This design comes from an exercise in tuning for small area on the open sky130 flow, not from production work. In this exercise RTL edits were held to simulation tests only and were not proved equivalent to the original. The flow treats the clock pin as an ideal source, which a real chip does not have.

==> 10-24 <==
==> flow/design.v <==
module walker
  (
   input  logic clk_i,
   input  logic resetn_i,
   input  logic va_vld_i,
   input  logic vld3_i,
   input  logic stall_i,
   input  logic ch_fault_i,
   input  logic l1_pa_vld_i,
   output logic va_rdy_o,
   output logic rdy_reg_o,
   output logic cfr_o
   );
   logic rdy_reg;
   logic cfr;
   assign va_rdy_o  = rdy_reg || (vld3_i && !stall_i);
   assign rdy_reg_o = rdy_reg;
   assign cfr_o     = cfr;
   always_ff @(posedge clk_i)
   begin
      if (!resetn_i)
      begin
         rdy_reg <= 1'b1;
         cfr     <= 1'b0;
      end
      else
      begin
         rdy_reg <= !va_vld_i && va_rdy_o;
         if (vld3_i)
           cfr <= ch_fault_i && !cfr;
         else if (cfr && l1_pa_vld_i && !stall_i)
           cfr <= 1'b0;
      end
   end
endmodule
module PWU
  (
   input  logic        clk_i,
   input  logic        resetn_i,
   input  logic [31:0] va_i,
   input  logic        va_vld_i,
   output logic        va_rdy_o,
   output logic [27:0] pa_o,
   output logic        pa_vld_o,
   output logic        pa_fault_o,
   input  logic        pa_rdy_i,
   output logic [31:0] pw_c_va_o,
   output logic        pw_c_vld_o,
   input  logic [15:0] pw_c_pa_i,
   output logic [27:0] l1_va_o,
   output logic        l1_cancel_o,
   output logic        l1_va_vld_o,
   input  logic [31:0] l1_pa_i,
   input  logic        l1_pa_vld_i,
   output logic [27:0] ch_va_o,
   output logic        ch_va_vld_o,
   input  logic        ch_fault_i
   );
   logic [1:0]      walk_sel_reg;   
   logic [3:0]      inc_reg;        
   logic [1:0]      sel3_reg;       
   logic [3:0]      act_reg;        
   logic [1:0]      ph0_reg;        
   logic [31:0]     va0_reg;    
   logic [27:0]     va1_reg;    
   logic [27:0]     va2_reg;    
   logic [15:0]     va3_reg;    
   logic [15:0]     pwc_reg;    
   localparam logic [1:0] GRAY0 = 2'b00;
   localparam logic [1:0] GRAY3 = 2'b10;
   logic [3:0]      va_vld_s;
   logic [3:0]      vld3_s;
   logic [3:0]      va_rdy_s;
   logic [3:0]      rdy_reg_s;
   logic [3:0]      cfr_s;
   logic            any_vld3_s;
   logic            stall_s;
   logic            cfr3_s;
   logic            act0_s;
   assign vld3_s[0] = !rdy_reg_s[0] && ph0_reg == GRAY3;
   for (genvar i = 1; i < 4; i++)
     assign vld3_s[i] = act_reg[3] && sel3_reg == 2'(i ^ (i >> 1));
   assign any_vld3_s = act_reg[3] || vld3_s[0];
   assign stall_s    = (any_vld3_s && !ch_fault_i && !l1_pa_vld_i) || (pa_vld_o && !pa_rdy_i);
   assign va_rdy_o   = va_rdy_s != 0;
   assign va_vld_s[0] = 1'b1;
   for (genvar i = 1; i < 4; i++)
     assign va_vld_s[i] = walk_sel_reg == 2'(i ^ (i >> 1));
   for (genvar i = 0; i < 4; i++)
   begin : g_walker
      walker walker_inst
        (
         .clk_i       (clk_i),
         .resetn_i    (resetn_i),
         .va_vld_i    (va_vld_s[i]),
         .vld3_i      (vld3_s[i]),
         .stall_i     (stall_s),
         .ch_fault_i  (ch_fault_i),
         .l1_pa_vld_i (l1_pa_vld_i),
         .va_rdy_o    (va_rdy_s[i]),
         .rdy_reg_o   (rdy_reg_s[i]),
         .cfr_o       (cfr_s[i])
         );
   end
   always_comb
   begin
      cfr3_s = cfr_s[0];
      act0_s = rdy_reg_s[0] || vld3_s[0];
      for (int i = 1; i < 4; i++)
      begin
         if (sel3_reg == 2'(i ^ (i >> 1)))
           cfr3_s = cfr_s[i];
         if (walk_sel_reg == 2'(i ^ (i >> 1)))
           act0_s = rdy_reg_s[i] || vld3_s[i];
      end
   end
   always_ff @(posedge clk_i)
   begin
      if (!resetn_i)
      begin
         walk_sel_reg <= GRAY0;
         sel3_reg     <= GRAY0;
         inc_reg      <= 4'h0;
         act_reg      <= 4'h0;
         ph0_reg      <= GRAY3;
      end
      else if (!stall_s)
      begin
         if (va_rdy_o && va_vld_i)
           walk_sel_reg <= {walk_sel_reg[0], !walk_sel_reg[1]};
         act_reg <= {act_reg[2:0], act0_s};
         inc_reg <= {inc_reg[2:0], va_rdy_o && va_vld_i};
         if (inc_reg[3])
           sel3_reg <= {sel3_reg[0], !sel3_reg[1]};
         ph0_reg <= {ph0_reg[0], !ph0_reg[1]};
      end
   end
   always_ff @(posedge clk_i)
   begin
      if (!stall_s)
      begin
         va0_reg <= va_i;
         va1_reg <= {va0_reg[31:16], va0_reg[11:0]};
         va2_reg <= va1_reg;
         va3_reg <= va2_reg[27:12];
         pwc_reg <= pw_c_pa_i;
      end
   end
   assign pw_c_va_o   = va0_reg;
   assign pw_c_vld_o  = act_reg[0];
   assign l1_va_o     = {pwc_reg, va2_reg[11:0]};
   assign ch_va_o     = {pwc_reg, va2_reg[11:0]};
   assign l1_va_vld_o = act_reg[2] && !stall_s;
   assign ch_va_vld_o = act_reg[2] && !stall_s;
   assign l1_cancel_o = ch_fault_i && !cfr3_s && act_reg[3];
   always_ff @(posedge clk_i)
   begin
      if (!resetn_i)
        pa_vld_o <= 1'b0;
      else if (pa_rdy_i || !pa_vld_o)
        pa_vld_o <= (l1_pa_vld_i || cfr3_s) && act_reg[3];
   end
   always_ff @(posedge clk_i)
   begin
      if (pa_rdy_i || !pa_vld_o)
      begin
         pa_o       <= {va3_reg, l1_pa_i[11:0]};
         pa_fault_o <= cfr3_s || l1_pa_i[31:12] != 0;
      end
   end
endmodule
==> flow/flow/run.sh <==
#!/bin/bash
# Standard ORFS layout (the standard.sh, standard synthesis unchanged), except:
# - the port buffers that global placement puts on every input and output use the
#   smallest buffer cell;
# - the clock tree is built from clkbuf_4 cells under a clkbuf_8 root, without dummy
#   loads, and leaf buffers that drive many flip-flops are then upsized to clkbuf_8.
set -euo pipefail
export BUFFER_PORTS_ARGS="-buffer_cell sky130_fd_sc_hd__buf_1"
export CTS_ARGS="-sink_clustering_enable -repair_clock_nets -root_buf sky130_fd_sc_hd__clkbuf_8 -buf_list sky130_fd_sc_hd__clkbuf_4 -dont_use_dummy_load -sink_clustering_size 10 -sink_clustering_max_diameter 60 -sink_clustering_levels 1 -balance_levels"
export POST_CTS_TCL="$PWD/flow/post_cts.tcl"
bash standard.sh finish > standard_flow.log 2>&1
==> flow/flow/post_cts.tcl <==
set block [ord::get_db_block]
set changed 0
foreach inst [$block getInsts] {
  if {[[$inst getMaster] getName] ne "sky130_fd_sc_hd__clkbuf_4"} { continue }
  set net [[$inst findITerm X] getNet]
  if {$net eq "NULL"} { continue }
  set n [expr {[llength [$net getITerms]] - 1}]
  if {$n >= 12} {
    replace_cell [$inst getName] sky130_fd_sc_hd__clkbuf_8
    incr changed
  }
}
puts "post_cts: upsized $changed clock buffers"
if {$changed > 0} {
  detailed_placement
  check_placement -verbose
}
==> flow/standard.sh <==
#!/bin/bash
# synth_recipe.tcl (not shown) runs the flow's synth.tcl, then flattens the netlist and writes it again
# the make line also repeats each setting of config.mk as NAME=value (left out here)
make -C /OpenROAD-flow-scripts/flow DESIGN_CONFIG=/design/flow/config.mk WORK_HOME=/design/flow/orfs CLKGATE_MAP_FILE= SYNTH_SCRIPT=/design/flow/synth_recipe.tcl "${@:-finish}"
==> flow/config.mk <==
export PLATFORM = sky130hd
export DESIGN_NAME = PWU
export DESIGN_NICKNAME = PWU
export VERILOG_FILES = /design/flow/design.v
export SDC_FILE = /design/flow/constraint.sdc
export NUM_CORES = 4
export LEC_CHECK = 0
export CAP_MARGIN = 20
export CORE_MARGIN = 2
export CORE_UTILIZATION = 40
export SLEW_MARGIN = 20
==> flow/constraint.sdc <==
create_clock -name core_clock -period 4.0 [get_ports {clk_i}]
set_input_delay 0.8000 -clock core_clock [delete_from_list [all_inputs] [get_ports {clk_i}]]
set_output_delay 0.8000 -clock core_clock [all_outputs]
set_load 0.01 [all_outputs]
==> inputs of 12-09, as changes to 10-24 <==
--- a/flow/flow/run.sh
+++ b/flow/flow/run.sh
@@ -8,3 +8,3 @@
 export BUFFER_PORTS_ARGS="-buffer_cell sky130_fd_sc_hd__buf_1"
-export CTS_ARGS="-sink_clustering_enable -repair_clock_nets -root_buf sky130_fd_sc_hd__clkbuf_8 -buf_list sky130_fd_sc_hd__clkbuf_4 -dont_use_dummy_load -sink_clustering_size 10 -sink_clustering_max_diameter 60 -sink_clustering_levels 1 -balance_levels"
+export CTS_ARGS="-sink_clustering_enable -repair_clock_nets -root_buf sky130_fd_sc_hd__clkbuf_8 -buf_list sky130_fd_sc_hd__clkbuf_4 -dont_use_dummy_load"
 export POST_CTS_TCL="$PWD/flow/post_cts.tcl"
--- a/flow/config.mk
+++ b/flow/config.mk
@@ -7,5 +7,5 @@
 export LEC_CHECK = 0
-export CAP_MARGIN = 20
+export CAP_MARGIN = 0
 export CORE_MARGIN = 2
-export CORE_UTILIZATION = 40
-export SLEW_MARGIN = 20
+export CORE_UTILIZATION = 70
+export SLEW_MARGIN = 0
==> impl_metrics.env <==
export IMPL_drive_gt1_frac=0.05523
export IMPL_period_needed_ns=2.951
export IMPL_clockPowerShare=0.232
export IMPL_nFillCells=460
export IMPL_wl_met2_mm=5.860
export IMPL_outcome="timing/DRC/antenna clean"
export IMPL_dieArea_mm2=0.009152
export IMPL_min_from="va3_reg[11]"
export IMPL_r2r_end="va1_reg[13]"
export IMPL_p_int_uw=2473
export IMPL_tightest_slew_ns=0.6842
Source of the figures above: 12-09

==> impl_metrics.env <==
export IMPL_p_int_uw=2480
export IMPL_period_needed_ns=2.940
export IMPL_wl_met2_mm=4.592
export IMPL_largest_reg_flops=32
export IMPL_nFillCells=1315
export IMPL_outcome="timing/DRC/antenna clean"
export IMPL_tightest_slew_ns=0.9464
export IMPL_dieArea_mm2=0.01569
export IMPL_clockPowerShare=0.241
export IMPL_drive_gt1_frac=0.04771
export IMPL_min_from="va1_reg[2]"
export IMPL_r2r_end="va3_reg[2]"
Source of the figures above: 10-24

-- port drivers added, routing unchanged --
The results above use ideal ports. As a check the final layouts listed here were re-extracted and re-timed, cells and wires unchanged.
Step 1: set_driving_cell puts a clkbuf_16 on clk_i and a buf_2 on each other input, an assumption about the parent block.
Step 2 times the ports against the registers' clock, not the clock port: input delays grow and output delays shrink by t, the midpoint of the rising clock arrivals with the driver on.
Three values: no drivers, after step 1, after step 2; two values: the first two.
| run | t, ns | setup WS [ns] | cell pins on the clock port's net |
|---|---|---|---|
| 10-24 | 0.450 | 1.060 / 1.033 / 1.033 | 1 |
| 12-09 | 0.423 | 1.049 / 1.024 / 1.024 | 1 |
After both steps setup and hold are still met in every run listed. The setup slack of 10-24, which loses most, moves by -0.027 ns with the drivers and by -0.027 ns with both steps.
